This design comes from an exercise in tuning for small area and a short achievable clock period on the open sky130 flow, not from production work.
Function not checked in this run: the RTL went through the layout flow alone.

<file path="design.v">
module bubble_sort (
    input  logic         clk,
    input  logic         rst_n,
    input  logic         in_vld,
    input  logic [255:0] data_in,
    output logic         out_vld,
    output logic [255:0] data_o
);
    logic [0:0] vld_q;
    always_ff @(posedge clk or negedge rst_n)
        if (!rst_n) vld_q <= '0;
        else vld_q <= in_vld;
    assign out_vld = vld_q[0];
    logic c_l1_0_13;
    logic [15:0] hi_l1_0_13, lo_l1_0_13;
    assign c_l1_0_13 = data_in[15:0] < data_in[223:208];
    assign hi_l1_0_13 = c_l1_0_13 ? data_in[223:208] : data_in[15:0];
    assign lo_l1_0_13 = c_l1_0_13 ? data_in[15:0] : data_in[223:208];
    logic c_l1_1_12;
    logic [15:0] hi_l1_1_12, lo_l1_1_12;
    assign c_l1_1_12 = data_in[31:16] < data_in[207:192];
    assign hi_l1_1_12 = c_l1_1_12 ? data_in[207:192] : data_in[31:16];
    assign lo_l1_1_12 = c_l1_1_12 ? data_in[31:16] : data_in[207:192];
    logic c_l1_2_15;
    logic [15:0] hi_l1_2_15, lo_l1_2_15;
    assign c_l1_2_15 = data_in[47:32] < data_in[255:240];
    assign hi_l1_2_15 = c_l1_2_15 ? data_in[255:240] : data_in[47:32];
    assign lo_l1_2_15 = c_l1_2_15 ? data_in[47:32] : data_in[255:240];
    logic c_l1_3_14;
    logic [15:0] hi_l1_3_14, lo_l1_3_14;
    assign c_l1_3_14 = data_in[63:48] < data_in[239:224];
    assign hi_l1_3_14 = c_l1_3_14 ? data_in[239:224] : data_in[63:48];
    assign lo_l1_3_14 = c_l1_3_14 ? data_in[63:48] : data_in[239:224];
    logic c_l1_4_8;
    logic [15:0] hi_l1_4_8, lo_l1_4_8;
    assign c_l1_4_8 = data_in[79:64] < data_in[143:128];
    assign hi_l1_4_8 = c_l1_4_8 ? data_in[143:128] : data_in[79:64];
    assign lo_l1_4_8 = c_l1_4_8 ? data_in[79:64] : data_in[143:128];
    logic c_l1_5_6;
    logic [15:0] hi_l1_5_6, lo_l1_5_6;
    assign c_l1_5_6 = data_in[95:80] < data_in[111:96];
    assign hi_l1_5_6 = c_l1_5_6 ? data_in[111:96] : data_in[95:80];
    assign lo_l1_5_6 = c_l1_5_6 ? data_in[95:80] : data_in[111:96];
    logic c_l1_7_11;
    logic [15:0] hi_l1_7_11, lo_l1_7_11;
    assign c_l1_7_11 = data_in[127:112] < data_in[191:176];
    assign hi_l1_7_11 = c_l1_7_11 ? data_in[191:176] : data_in[127:112];
    assign lo_l1_7_11 = c_l1_7_11 ? data_in[127:112] : data_in[191:176];
    logic c_l1_9_10;
    logic [15:0] hi_l1_9_10, lo_l1_9_10;
    assign c_l1_9_10 = data_in[159:144] < data_in[175:160];
    assign hi_l1_9_10 = c_l1_9_10 ? data_in[175:160] : data_in[159:144];
    assign lo_l1_9_10 = c_l1_9_10 ? data_in[159:144] : data_in[175:160];
    logic c_l2_0_5;
    logic [15:0] hi_l2_0_5, lo_l2_0_5;
    assign c_l2_0_5 = hi_l1_0_13 < hi_l1_5_6;
    assign hi_l2_0_5 = c_l2_0_5 ? hi_l1_5_6 : hi_l1_0_13;
    assign lo_l2_0_5 = c_l2_0_5 ? hi_l1_0_13 : hi_l1_5_6;
    logic c_l2_1_7;
    logic [15:0] hi_l2_1_7, lo_l2_1_7;
    assign c_l2_1_7 = hi_l1_1_12 < hi_l1_7_11;
    assign hi_l2_1_7 = c_l2_1_7 ? hi_l1_7_11 : hi_l1_1_12;
    assign lo_l2_1_7 = c_l2_1_7 ? hi_l1_1_12 : hi_l1_7_11;
    logic c_l2_2_9;
    logic [15:0] hi_l2_2_9, lo_l2_2_9;
    assign c_l2_2_9 = hi_l1_2_15 < hi_l1_9_10;
    assign hi_l2_2_9 = c_l2_2_9 ? hi_l1_9_10 : hi_l1_2_15;
    assign lo_l2_2_9 = c_l2_2_9 ? hi_l1_2_15 : hi_l1_9_10;
    logic c_l2_3_4;
    logic [15:0] hi_l2_3_4, lo_l2_3_4;
    assign c_l2_3_4 = hi_l1_3_14 < hi_l1_4_8;
    assign hi_l2_3_4 = c_l2_3_4 ? hi_l1_4_8 : hi_l1_3_14;
    assign lo_l2_3_4 = c_l2_3_4 ? hi_l1_3_14 : hi_l1_4_8;
    logic c_l2_6_13;
    logic [15:0] hi_l2_6_13, lo_l2_6_13;
    assign c_l2_6_13 = lo_l1_5_6 < lo_l1_0_13;
    assign hi_l2_6_13 = c_l2_6_13 ? lo_l1_0_13 : lo_l1_5_6;
    assign lo_l2_6_13 = c_l2_6_13 ? lo_l1_5_6 : lo_l1_0_13;
    logic c_l2_8_14;
    logic [15:0] hi_l2_8_14, lo_l2_8_14;
    assign c_l2_8_14 = lo_l1_4_8 < lo_l1_3_14;
    assign hi_l2_8_14 = c_l2_8_14 ? lo_l1_3_14 : lo_l1_4_8;
    assign lo_l2_8_14 = c_l2_8_14 ? lo_l1_4_8 : lo_l1_3_14;
    logic c_l2_10_15;
    logic [15:0] hi_l2_10_15, lo_l2_10_15;
    assign c_l2_10_15 = lo_l1_9_10 < lo_l1_2_15;
    assign hi_l2_10_15 = c_l2_10_15 ? lo_l1_2_15 : lo_l1_9_10;
    assign lo_l2_10_15 = c_l2_10_15 ? lo_l1_9_10 : lo_l1_2_15;
    logic c_l2_11_12;
    logic [15:0] hi_l2_11_12, lo_l2_11_12;
    assign c_l2_11_12 = lo_l1_7_11 < lo_l1_1_12;
    assign hi_l2_11_12 = c_l2_11_12 ? lo_l1_1_12 : lo_l1_7_11;
    assign lo_l2_11_12 = c_l2_11_12 ? lo_l1_7_11 : lo_l1_1_12;
    logic c_l3_0_1;
    logic [15:0] hi_l3_0_1, lo_l3_0_1;
    assign c_l3_0_1 = hi_l2_0_5 < hi_l2_1_7;
    assign hi_l3_0_1 = c_l3_0_1 ? hi_l2_1_7 : hi_l2_0_5;
    assign lo_l3_0_1 = c_l3_0_1 ? hi_l2_0_5 : hi_l2_1_7;
    logic c_l3_2_3;
    logic [15:0] hi_l3_2_3, lo_l3_2_3;
    assign c_l3_2_3 = hi_l2_2_9 < hi_l2_3_4;
    assign hi_l3_2_3 = c_l3_2_3 ? hi_l2_3_4 : hi_l2_2_9;
    assign lo_l3_2_3 = c_l3_2_3 ? hi_l2_2_9 : hi_l2_3_4;
    logic c_l3_4_5;
    logic [15:0] hi_l3_4_5, lo_l3_4_5;
    assign c_l3_4_5 = lo_l2_3_4 < lo_l2_0_5;
    assign hi_l3_4_5 = c_l3_4_5 ? lo_l2_0_5 : lo_l2_3_4;
    assign lo_l3_4_5 = c_l3_4_5 ? lo_l2_3_4 : lo_l2_0_5;
    logic c_l3_6_8;
    logic [15:0] hi_l3_6_8, lo_l3_6_8;
    assign c_l3_6_8 = hi_l2_6_13 < hi_l2_8_14;
    assign hi_l3_6_8 = c_l3_6_8 ? hi_l2_8_14 : hi_l2_6_13;
    assign lo_l3_6_8 = c_l3_6_8 ? hi_l2_6_13 : hi_l2_8_14;
    logic c_l3_7_9;
    logic [15:0] hi_l3_7_9, lo_l3_7_9;
    assign c_l3_7_9 = lo_l2_1_7 < lo_l2_2_9;
    assign hi_l3_7_9 = c_l3_7_9 ? lo_l2_2_9 : lo_l2_1_7;
    assign lo_l3_7_9 = c_l3_7_9 ? lo_l2_1_7 : lo_l2_2_9;
    logic c_l3_10_11;
    logic [15:0] hi_l3_10_11, lo_l3_10_11;
    assign c_l3_10_11 = hi_l2_10_15 < hi_l2_11_12;
    assign hi_l3_10_11 = c_l3_10_11 ? hi_l2_11_12 : hi_l2_10_15;
    assign lo_l3_10_11 = c_l3_10_11 ? hi_l2_10_15 : hi_l2_11_12;
    logic c_l3_12_13;
    logic [15:0] hi_l3_12_13, lo_l3_12_13;
    assign c_l3_12_13 = lo_l2_11_12 < lo_l2_6_13;
    assign hi_l3_12_13 = c_l3_12_13 ? lo_l2_6_13 : lo_l2_11_12;
    assign lo_l3_12_13 = c_l3_12_13 ? lo_l2_11_12 : lo_l2_6_13;
    logic c_l3_14_15;
    logic [15:0] hi_l3_14_15, lo_l3_14_15;
    assign c_l3_14_15 = lo_l2_8_14 < lo_l2_10_15;
    assign hi_l3_14_15 = c_l3_14_15 ? lo_l2_10_15 : lo_l2_8_14;
    assign lo_l3_14_15 = c_l3_14_15 ? lo_l2_8_14 : lo_l2_10_15;
    logic c_l4_0_2;
    logic [15:0] hi_l4_0_2, lo_l4_0_2;
    assign c_l4_0_2 = hi_l3_0_1 < hi_l3_2_3;
    assign hi_l4_0_2 = c_l4_0_2 ? hi_l3_2_3 : hi_l3_0_1;
    assign lo_l4_0_2 = c_l4_0_2 ? hi_l3_0_1 : hi_l3_2_3;
    logic c_l4_1_3;
    logic [15:0] hi_l4_1_3, lo_l4_1_3;
    assign c_l4_1_3 = lo_l3_0_1 < lo_l3_2_3;
    assign hi_l4_1_3 = c_l4_1_3 ? lo_l3_2_3 : lo_l3_0_1;
    assign lo_l4_1_3 = c_l4_1_3 ? lo_l3_0_1 : lo_l3_2_3;
    logic c_l4_4_10;
    logic [15:0] hi_l4_4_10, lo_l4_4_10;
    assign c_l4_4_10 = hi_l3_4_5 < hi_l3_10_11;
    assign hi_l4_4_10 = c_l4_4_10 ? hi_l3_10_11 : hi_l3_4_5;
    assign lo_l4_4_10 = c_l4_4_10 ? hi_l3_4_5 : hi_l3_10_11;
    logic c_l4_5_11;
    logic [15:0] hi_l4_5_11, lo_l4_5_11;
    assign c_l4_5_11 = lo_l3_4_5 < lo_l3_10_11;
    assign hi_l4_5_11 = c_l4_5_11 ? lo_l3_10_11 : lo_l3_4_5;
    assign lo_l4_5_11 = c_l4_5_11 ? lo_l3_4_5 : lo_l3_10_11;
    logic c_l4_6_7;
    logic [15:0] hi_l4_6_7, lo_l4_6_7;
    assign c_l4_6_7 = hi_l3_6_8 < hi_l3_7_9;
    assign hi_l4_6_7 = c_l4_6_7 ? hi_l3_7_9 : hi_l3_6_8;
    assign lo_l4_6_7 = c_l4_6_7 ? hi_l3_6_8 : hi_l3_7_9;
    logic c_l4_8_9;
    logic [15:0] hi_l4_8_9, lo_l4_8_9;
    assign c_l4_8_9 = lo_l3_6_8 < lo_l3_7_9;
    assign hi_l4_8_9 = c_l4_8_9 ? lo_l3_7_9 : lo_l3_6_8;
    assign lo_l4_8_9 = c_l4_8_9 ? lo_l3_6_8 : lo_l3_7_9;
    logic c_l4_12_14;
    logic [15:0] hi_l4_12_14, lo_l4_12_14;
    assign c_l4_12_14 = hi_l3_12_13 < hi_l3_14_15;
    assign hi_l4_12_14 = c_l4_12_14 ? hi_l3_14_15 : hi_l3_12_13;
    assign lo_l4_12_14 = c_l4_12_14 ? hi_l3_12_13 : hi_l3_14_15;
    logic c_l4_13_15;
    logic [15:0] hi_l4_13_15, lo_l4_13_15;
    assign c_l4_13_15 = lo_l3_12_13 < lo_l3_14_15;
    assign hi_l4_13_15 = c_l4_13_15 ? lo_l3_14_15 : lo_l3_12_13;
    assign lo_l4_13_15 = c_l4_13_15 ? lo_l3_12_13 : lo_l3_14_15;
    logic c_l5_1_2;
    logic [15:0] hi_l5_1_2, lo_l5_1_2;
    assign c_l5_1_2 = hi_l4_1_3 < lo_l4_0_2;
    assign hi_l5_1_2 = c_l5_1_2 ? lo_l4_0_2 : hi_l4_1_3;
    assign lo_l5_1_2 = c_l5_1_2 ? hi_l4_1_3 : lo_l4_0_2;
    logic c_l5_3_12;
    logic [15:0] hi_l5_3_12, lo_l5_3_12;
    assign c_l5_3_12 = lo_l4_1_3 < hi_l4_12_14;
    assign hi_l5_3_12 = c_l5_3_12 ? hi_l4_12_14 : lo_l4_1_3;
    assign lo_l5_3_12 = c_l5_3_12 ? lo_l4_1_3 : hi_l4_12_14;
    logic c_l5_4_6;
    logic [15:0] hi_l5_4_6, lo_l5_4_6;
    assign c_l5_4_6 = hi_l4_4_10 < hi_l4_6_7;
    assign hi_l5_4_6 = c_l5_4_6 ? hi_l4_6_7 : hi_l4_4_10;
    assign lo_l5_4_6 = c_l5_4_6 ? hi_l4_4_10 : hi_l4_6_7;
    logic c_l5_5_7;
    logic [15:0] hi_l5_5_7, lo_l5_5_7;
    assign c_l5_5_7 = hi_l4_5_11 < lo_l4_6_7;
    assign hi_l5_5_7 = c_l5_5_7 ? lo_l4_6_7 : hi_l4_5_11;
    assign lo_l5_5_7 = c_l5_5_7 ? hi_l4_5_11 : lo_l4_6_7;
    logic c_l5_8_10;
    logic [15:0] hi_l5_8_10, lo_l5_8_10;
    assign c_l5_8_10 = hi_l4_8_9 < lo_l4_4_10;
    assign hi_l5_8_10 = c_l5_8_10 ? lo_l4_4_10 : hi_l4_8_9;
    assign lo_l5_8_10 = c_l5_8_10 ? hi_l4_8_9 : lo_l4_4_10;
    logic c_l5_9_11;
    logic [15:0] hi_l5_9_11, lo_l5_9_11;
    assign c_l5_9_11 = lo_l4_8_9 < lo_l4_5_11;
    assign hi_l5_9_11 = c_l5_9_11 ? lo_l4_5_11 : lo_l4_8_9;
    assign lo_l5_9_11 = c_l5_9_11 ? lo_l4_8_9 : lo_l4_5_11;
    logic c_l5_13_14;
    logic [15:0] hi_l5_13_14, lo_l5_13_14;
    assign c_l5_13_14 = hi_l4_13_15 < lo_l4_12_14;
    assign hi_l5_13_14 = c_l5_13_14 ? lo_l4_12_14 : hi_l4_13_15;
    assign lo_l5_13_14 = c_l5_13_14 ? hi_l4_13_15 : lo_l4_12_14;
    logic [15:0] r0_0;
    logic [15:0] r0_1;
    logic [15:0] r0_2;
    logic [15:0] r0_3;
    logic [15:0] r0_4;
    logic [15:0] r0_5;
    logic [15:0] r0_6;
    logic [15:0] r0_7;
    logic [15:0] r0_8;
    logic [15:0] r0_9;
    logic [15:0] r0_10;
    logic [15:0] r0_11;
    logic [15:0] r0_12;
    logic [15:0] r0_13;
    logic [15:0] r0_14;
    logic [15:0] r0_15;
    always_ff @(posedge clk) begin
        r0_0 <= hi_l4_0_2;
        r0_1 <= hi_l5_1_2;
        r0_2 <= lo_l5_1_2;
        r0_3 <= hi_l5_3_12;
        r0_4 <= hi_l5_4_6;
        r0_5 <= hi_l5_5_7;
        r0_6 <= lo_l5_4_6;
        r0_7 <= lo_l5_5_7;
        r0_8 <= hi_l5_8_10;
        r0_9 <= hi_l5_9_11;
        r0_10 <= lo_l5_8_10;
        r0_11 <= lo_l5_9_11;
        r0_12 <= lo_l5_3_12;
        r0_13 <= hi_l5_13_14;
        r0_14 <= lo_l5_13_14;
        r0_15 <= lo_l4_13_15;
    end
    logic c_l6_1_4;
    logic [15:0] hi_l6_1_4, lo_l6_1_4;
    assign c_l6_1_4 = r0_1 < r0_4;
    assign hi_l6_1_4 = c_l6_1_4 ? r0_4 : r0_1;
    assign lo_l6_1_4 = c_l6_1_4 ? r0_1 : r0_4;
    logic c_l6_2_6;
    logic [15:0] hi_l6_2_6, lo_l6_2_6;
    assign c_l6_2_6 = r0_2 < r0_6;
    assign hi_l6_2_6 = c_l6_2_6 ? r0_6 : r0_2;
    assign lo_l6_2_6 = c_l6_2_6 ? r0_2 : r0_6;
    logic c_l6_5_8;
    logic [15:0] hi_l6_5_8, lo_l6_5_8;
    assign c_l6_5_8 = r0_5 < r0_8;
    assign hi_l6_5_8 = c_l6_5_8 ? r0_8 : r0_5;
    assign lo_l6_5_8 = c_l6_5_8 ? r0_5 : r0_8;
    logic c_l6_7_10;
    logic [15:0] hi_l6_7_10, lo_l6_7_10;
    assign c_l6_7_10 = r0_7 < r0_10;
    assign hi_l6_7_10 = c_l6_7_10 ? r0_10 : r0_7;
    assign lo_l6_7_10 = c_l6_7_10 ? r0_7 : r0_10;
    logic c_l6_9_13;
    logic [15:0] hi_l6_9_13, lo_l6_9_13;
    assign c_l6_9_13 = r0_9 < r0_13;
    assign hi_l6_9_13 = c_l6_9_13 ? r0_13 : r0_9;
    assign lo_l6_9_13 = c_l6_9_13 ? r0_9 : r0_13;
    logic c_l6_11_14;
    logic [15:0] hi_l6_11_14, lo_l6_11_14;
    assign c_l6_11_14 = r0_11 < r0_14;
    assign hi_l6_11_14 = c_l6_11_14 ? r0_14 : r0_11;
    assign lo_l6_11_14 = c_l6_11_14 ? r0_11 : r0_14;
    logic c_l7_2_4;
    logic [15:0] hi_l7_2_4, lo_l7_2_4;
    assign c_l7_2_4 = hi_l6_2_6 < lo_l6_1_4;
    assign hi_l7_2_4 = c_l7_2_4 ? lo_l6_1_4 : hi_l6_2_6;
    assign lo_l7_2_4 = c_l7_2_4 ? hi_l6_2_6 : lo_l6_1_4;
    logic c_l7_3_6;
    logic [15:0] hi_l7_3_6, lo_l7_3_6;
    assign c_l7_3_6 = r0_3 < lo_l6_2_6;
    assign hi_l7_3_6 = c_l7_3_6 ? lo_l6_2_6 : r0_3;
    assign lo_l7_3_6 = c_l7_3_6 ? r0_3 : lo_l6_2_6;
    logic c_l7_9_12;
    logic [15:0] hi_l7_9_12, lo_l7_9_12;
    assign c_l7_9_12 = hi_l6_9_13 < r0_12;
    assign hi_l7_9_12 = c_l7_9_12 ? r0_12 : hi_l6_9_13;
    assign lo_l7_9_12 = c_l7_9_12 ? hi_l6_9_13 : r0_12;
    logic c_l7_11_13;
    logic [15:0] hi_l7_11_13, lo_l7_11_13;
    assign c_l7_11_13 = hi_l6_11_14 < lo_l6_9_13;
    assign hi_l7_11_13 = c_l7_11_13 ? lo_l6_9_13 : hi_l6_11_14;
    assign lo_l7_11_13 = c_l7_11_13 ? hi_l6_11_14 : lo_l6_9_13;
    logic c_l8_3_5;
    logic [15:0] hi_l8_3_5, lo_l8_3_5;
    assign c_l8_3_5 = hi_l7_3_6 < hi_l6_5_8;
    assign hi_l8_3_5 = c_l8_3_5 ? hi_l6_5_8 : hi_l7_3_6;
    assign lo_l8_3_5 = c_l8_3_5 ? hi_l7_3_6 : hi_l6_5_8;
    logic c_l8_6_8;
    logic [15:0] hi_l8_6_8, lo_l8_6_8;
    assign c_l8_6_8 = lo_l7_3_6 < lo_l6_5_8;
    assign hi_l8_6_8 = c_l8_6_8 ? lo_l6_5_8 : lo_l7_3_6;
    assign lo_l8_6_8 = c_l8_6_8 ? lo_l7_3_6 : lo_l6_5_8;
    logic c_l8_7_9;
    logic [15:0] hi_l8_7_9, lo_l8_7_9;
    assign c_l8_7_9 = hi_l6_7_10 < hi_l7_9_12;
    assign hi_l8_7_9 = c_l8_7_9 ? hi_l7_9_12 : hi_l6_7_10;
    assign lo_l8_7_9 = c_l8_7_9 ? hi_l6_7_10 : hi_l7_9_12;
    logic c_l8_10_12;
    logic [15:0] hi_l8_10_12, lo_l8_10_12;
    assign c_l8_10_12 = lo_l6_7_10 < lo_l7_9_12;
    assign hi_l8_10_12 = c_l8_10_12 ? lo_l7_9_12 : lo_l6_7_10;
    assign lo_l8_10_12 = c_l8_10_12 ? lo_l6_7_10 : lo_l7_9_12;
    logic c_l9_3_4;
    logic [15:0] hi_l9_3_4, lo_l9_3_4;
    assign c_l9_3_4 = hi_l8_3_5 < lo_l7_2_4;
    assign hi_l9_3_4 = c_l9_3_4 ? lo_l7_2_4 : hi_l8_3_5;
    assign lo_l9_3_4 = c_l9_3_4 ? hi_l8_3_5 : lo_l7_2_4;
    logic c_l9_5_6;
    logic [15:0] hi_l9_5_6, lo_l9_5_6;
    assign c_l9_5_6 = lo_l8_3_5 < hi_l8_6_8;
    assign hi_l9_5_6 = c_l9_5_6 ? hi_l8_6_8 : lo_l8_3_5;
    assign lo_l9_5_6 = c_l9_5_6 ? lo_l8_3_5 : hi_l8_6_8;
    logic c_l9_7_8;
    logic [15:0] hi_l9_7_8, lo_l9_7_8;
    assign c_l9_7_8 = hi_l8_7_9 < lo_l8_6_8;
    assign hi_l9_7_8 = c_l9_7_8 ? lo_l8_6_8 : hi_l8_7_9;
    assign lo_l9_7_8 = c_l9_7_8 ? hi_l8_7_9 : lo_l8_6_8;
    logic c_l9_9_10;
    logic [15:0] hi_l9_9_10, lo_l9_9_10;
    assign c_l9_9_10 = lo_l8_7_9 < hi_l8_10_12;
    assign hi_l9_9_10 = c_l9_9_10 ? hi_l8_10_12 : lo_l8_7_9;
    assign lo_l9_9_10 = c_l9_9_10 ? lo_l8_7_9 : hi_l8_10_12;
    logic c_l9_11_12;
    logic [15:0] hi_l9_11_12, lo_l9_11_12;
    assign c_l9_11_12 = hi_l7_11_13 < lo_l8_10_12;
    assign hi_l9_11_12 = c_l9_11_12 ? lo_l8_10_12 : hi_l7_11_13;
    assign lo_l9_11_12 = c_l9_11_12 ? hi_l7_11_13 : lo_l8_10_12;
    logic c_l10_6_7;
    logic [15:0] hi_l10_6_7, lo_l10_6_7;
    assign c_l10_6_7 = lo_l9_5_6 < hi_l9_7_8;
    assign hi_l10_6_7 = c_l10_6_7 ? hi_l9_7_8 : lo_l9_5_6;
    assign lo_l10_6_7 = c_l10_6_7 ? lo_l9_5_6 : hi_l9_7_8;
    logic c_l10_8_9;
    logic [15:0] hi_l10_8_9, lo_l10_8_9;
    assign c_l10_8_9 = lo_l9_7_8 < hi_l9_9_10;
    assign hi_l10_8_9 = c_l10_8_9 ? hi_l9_9_10 : lo_l9_7_8;
    assign lo_l10_8_9 = c_l10_8_9 ? lo_l9_7_8 : hi_l9_9_10;
    assign data_o[15:0] = r0_0;
    assign data_o[31:16] = hi_l6_1_4;
    assign data_o[47:32] = hi_l7_2_4;
    assign data_o[63:48] = hi_l9_3_4;
    assign data_o[79:64] = lo_l9_3_4;
    assign data_o[95:80] = hi_l9_5_6;
    assign data_o[111:96] = hi_l10_6_7;
    assign data_o[127:112] = lo_l10_6_7;
    assign data_o[143:128] = hi_l10_8_9;
    assign data_o[159:144] = lo_l10_8_9;
    assign data_o[175:160] = lo_l9_9_10;
    assign data_o[191:176] = hi_l9_11_12;
    assign data_o[207:192] = lo_l9_11_12;
    assign data_o[223:208] = lo_l7_11_13;
    assign data_o[239:224] = lo_l6_11_14;
    assign data_o[255:240] = r0_15;
endmodule
</file>
<file path="run.sh">
#!/bin/bash
# synth_recipe.tcl (not shown) runs the flow's synth.tcl, then flattens the netlist and writes it again
# the make line also repeats each setting of config.mk as NAME=value (left out here)
make -C /OpenROAD-flow-scripts/flow DESIGN_CONFIG=/design/flow/config.mk WORK_HOME=/design/flow/orfs CLKGATE_MAP_FILE= SYNTH_SCRIPT=/design/flow/synth_recipe.tcl finish
</file>
<file path="config.mk">
export PLATFORM = sky130hd
export DESIGN_NAME = bubble_sort
export DESIGN_NICKNAME = bubble_sort
export VERILOG_FILES = /design/flow/design.v
export SDC_FILE = /design/flow/constraint.sdc
export NUM_CORES = 4
export LEC_CHECK = 0
export CAP_MARGIN = 20
export CORE_MARGIN = 2
export CORE_UTILIZATION = 40
export SLEW_MARGIN = 20
</file>
<file path="constraint.sdc">
create_clock -name core_clock -period 45.0 [get_ports {clk}]
set_input_delay 9.0000 -clock core_clock [delete_from_list [all_inputs] [get_ports {clk}]]
set_output_delay 9.0000 -clock core_clock [all_outputs]
set_load 0.01 [all_outputs]
</file>
==> run notes <==
## routing by layer
metal  part of all wire  track usage
met5             0.0013            0
met4              0.042        0.114
met3              0.066       0.0466
met2               0.46        0.542
met1               0.43        0.409
## cell usage in the layout (no fill, tap or decap), drive strengths merged, types with 86 or more instances in the layout
cell type,count
dfxtp,256
mux2i,1033
a21oi,671
inv,871
mux2,303
nand2,268
o21ai,332
a21o,224
nand4,137
clkdlybuf4s50,515
nor2,537
nor2b,86
ha,854
## layout make-up
cell class,count,area (um^2),area share
Multi-Input combinational cell,5053,40400,0.701
Timing Repair Buffer,576,5650,0.0981
Sequential cell,257,5150,0.0894
Inverter,871,3270,0.0568
Tap cell,1637,2050,0.0356
Clock buffer,40,840,0.0146
Clock inverter,15,223,0.00387
Antenna cell,8,20.0,0.000348
## logic make-up after synthesis
family	share of synthesized area
adder cells (fa/ha/maj)	0.218
flip-flops	0.104
AND/OR/NAND/NOR	0.125
buffers and inverters	0.0867
multiplexers	0.278
AO/OA/AOI/OAI	0.188
## worst paths after layout
check / startpoint / to / slack [ns] / depth (start not counted)
setup / recovery: data_in[237] / r0_12[15]$_DFF_P_ / 21.35 / 57
hold / removal: rst_n / vld_q$_DFF_PN0_ / 8.53 / 1
max in group asynchronous: rst_n / vld_q$_DFF_PN0_ / 36.38 / 1
min in group core_clock: in_vld / vld_q$_DFF_PN0_ / 8.83 / 1
## flip-flops by register name, indices dropped and copies added, names as in the netlist
register	cells
r0_12	16
r0_3	16
r0_5	16
r0_0	16
r0_1	16
r0_11	16
vld_q	1
r0_8	16
r0_6	16
r0_4	16
r0_7	16
r0_13	16
r0_15	16
r0_2	16
r0_10	16
r0_9	16
r0_14	16
## through the flow
step / util / setup slack (ns) / cell area (um^2)
2_1_floorplan: - / 23.35 / 49500
3_3_place_gp: 0.458 / 21.42 / 56400
3_5_place_dp: 0.458 / 21.09 / 56400
4_1_cts: 0.466 / 21.69 / 57500
5_1_grt: 0.467 / 20.62 / 57600
6_report: 0.467 / 21.35 / 57600
==> run_results.csv <==
group,metric,value,unit
run_status,status,"finished clean",
floorplanning,start_util,0.401,
cts,path_clk_slew,0.08,ns
cts,root_buffer,"clkbuf_16",
routing,dr.pass1.iters,5,
timing,worst_pin_slew,1.33,ns
timing,hold_slack,8.53,ns
yosys,ys_seq_area_frac,0.104,
hold_path,hold_class,"input port to asynchronous set/reset pin",
timing,setup_viol,0,
yosys,async_flop_share,0.00389,
timing,fin_crit_sh,0.526,
yosys,syn-cell-area,49500,um^2
cts,ctsHoldBuffers,0,
floorplanning,row_count,129,
global_route,grt_max_degree,61,
routing,drtAntennaViolNets,0,
yosys,syn-num-nets,7537,
global_route,grt_pass1_wl,301000,um
global_route,antenna_found_initial,16,
routing,vias_per_cell,5.77,
yosys,yosys-top-cells-area,"ha_1 22%, mux2i_1 21%, dfxtp_1 10%, a21oi_1 6.8%, inv_1 6.6%",
yosys,synth_most_common_cell,"mux2i_1",
finish,nets,7902,
timing,finalSetupTns,0,ns
global_route,gr-total-overflow,0,
cts,cts_made_buffers,30,
yosys,synth_area_leader_cell,"ha_1",
yosys,synth_edf_count,0,
yosys,ys_top_cells_by_count,"1,032 x mux2i_1, 869 x inv_1, 854 x ha_1, 669 x a21oi_1, 536 x nor2_1",
yosys,ys_ff_latch,257,
yosys,synth_cells,6424,
critical_path,crit_family,"compound AO/OA/AOI/OAI gates",
timing,slew_headroom,0.0878,
critical_path,required,45.47,ns
timing,period_needed,23.65,ns
run,maxCapViolCount,0,
critical_path,crit_slowest_cell,"a2bb2oi_4",
critical_path,crit_type,"input port to register",
yosys,synthDistinctLibCells,97,
critical_path,cp_num_buf_inv,8,
critical_path,critPathLaunchType,"input port",
place,io_buffers,515,
critical_path,endpoint_kind,"register",
cts,htree_levels,1,
timing,hold_viol_final,0,
yosys,ys_warn_count,1,
timing,rsz0062_at_grt,"no",
floorplanning,die-height,356,um
cts,cts_max_path_buffers,3,
routing,route.detailed.drc,0,
critical_path,critPathArrivalTime,24.13,ns
yosys,synth_top_area_frac,0.216,
cts,clock-sinks,257,
floorplanning,coreArea,123000,um^2
routing,dr.first_iter.drc_count,4432,
finish,nFillCells,12300,
routing,vias,48800,
cts,cts-resized-gates,0,
timing,fmax,42.3,MHz
yosys,avgSynthCellArea,7.71,um^2
timing,drv_slew,0,
finish,area_growth,16.4,%
place,gp_congestion,1.03,
yosys,synth-main-ff-cell,"dfxtp_1",
floorplanning,dieWidth,356,um
critical_path,max_stage_delay,0.94,ns
cts,cts_tree,"yes",
routing,totalWireLength,211000,um
finish,layout-drive-gt1-share,0.0523,
routing,wl_per_cell,24.9,um
global_route,grt_pass1_vias,45600,
critical_path,critical_path_peak_fanout,45,
floorplanning,die-area,127000,um^2
global_route,grt_use_total,0.319,
place,hpwl,186000,um
place,place_inst,8392,
finish,final_cells,8457,
cts,post_cts_buffers,0,
floorplanning,pin_count,516,

## afterwards: timing with drivers on the ports
The flow's constraints put no driver on any port. The routed layout listed below was extracted and timed again, unchanged, in two steps.
Step 1 sets driving cells, clkbuf_16 on the clock port and buf_2 on the other inputs (assumed; they add their load-dependent delay and slew).
Step 2 also shifts input and output timing later by t, the mid clock arrival at the registers, as if the neighbouring blocks saw the same clock.
Three values: no drivers, after step 1, after step 2; two values: the first two.
shift t [ns]: 0.667
setup slack, ns: 21.346 / 21.403 / 20.736
hold WS [ns]: 8.527 / 8.471 / 9.138
clock arrival spread, ns: 0.027 / 0.027
After both steps setup and hold are still met in this run. The setup slack of this run moves by +0.057 ns with the drivers and by -0.610 ns with both steps.
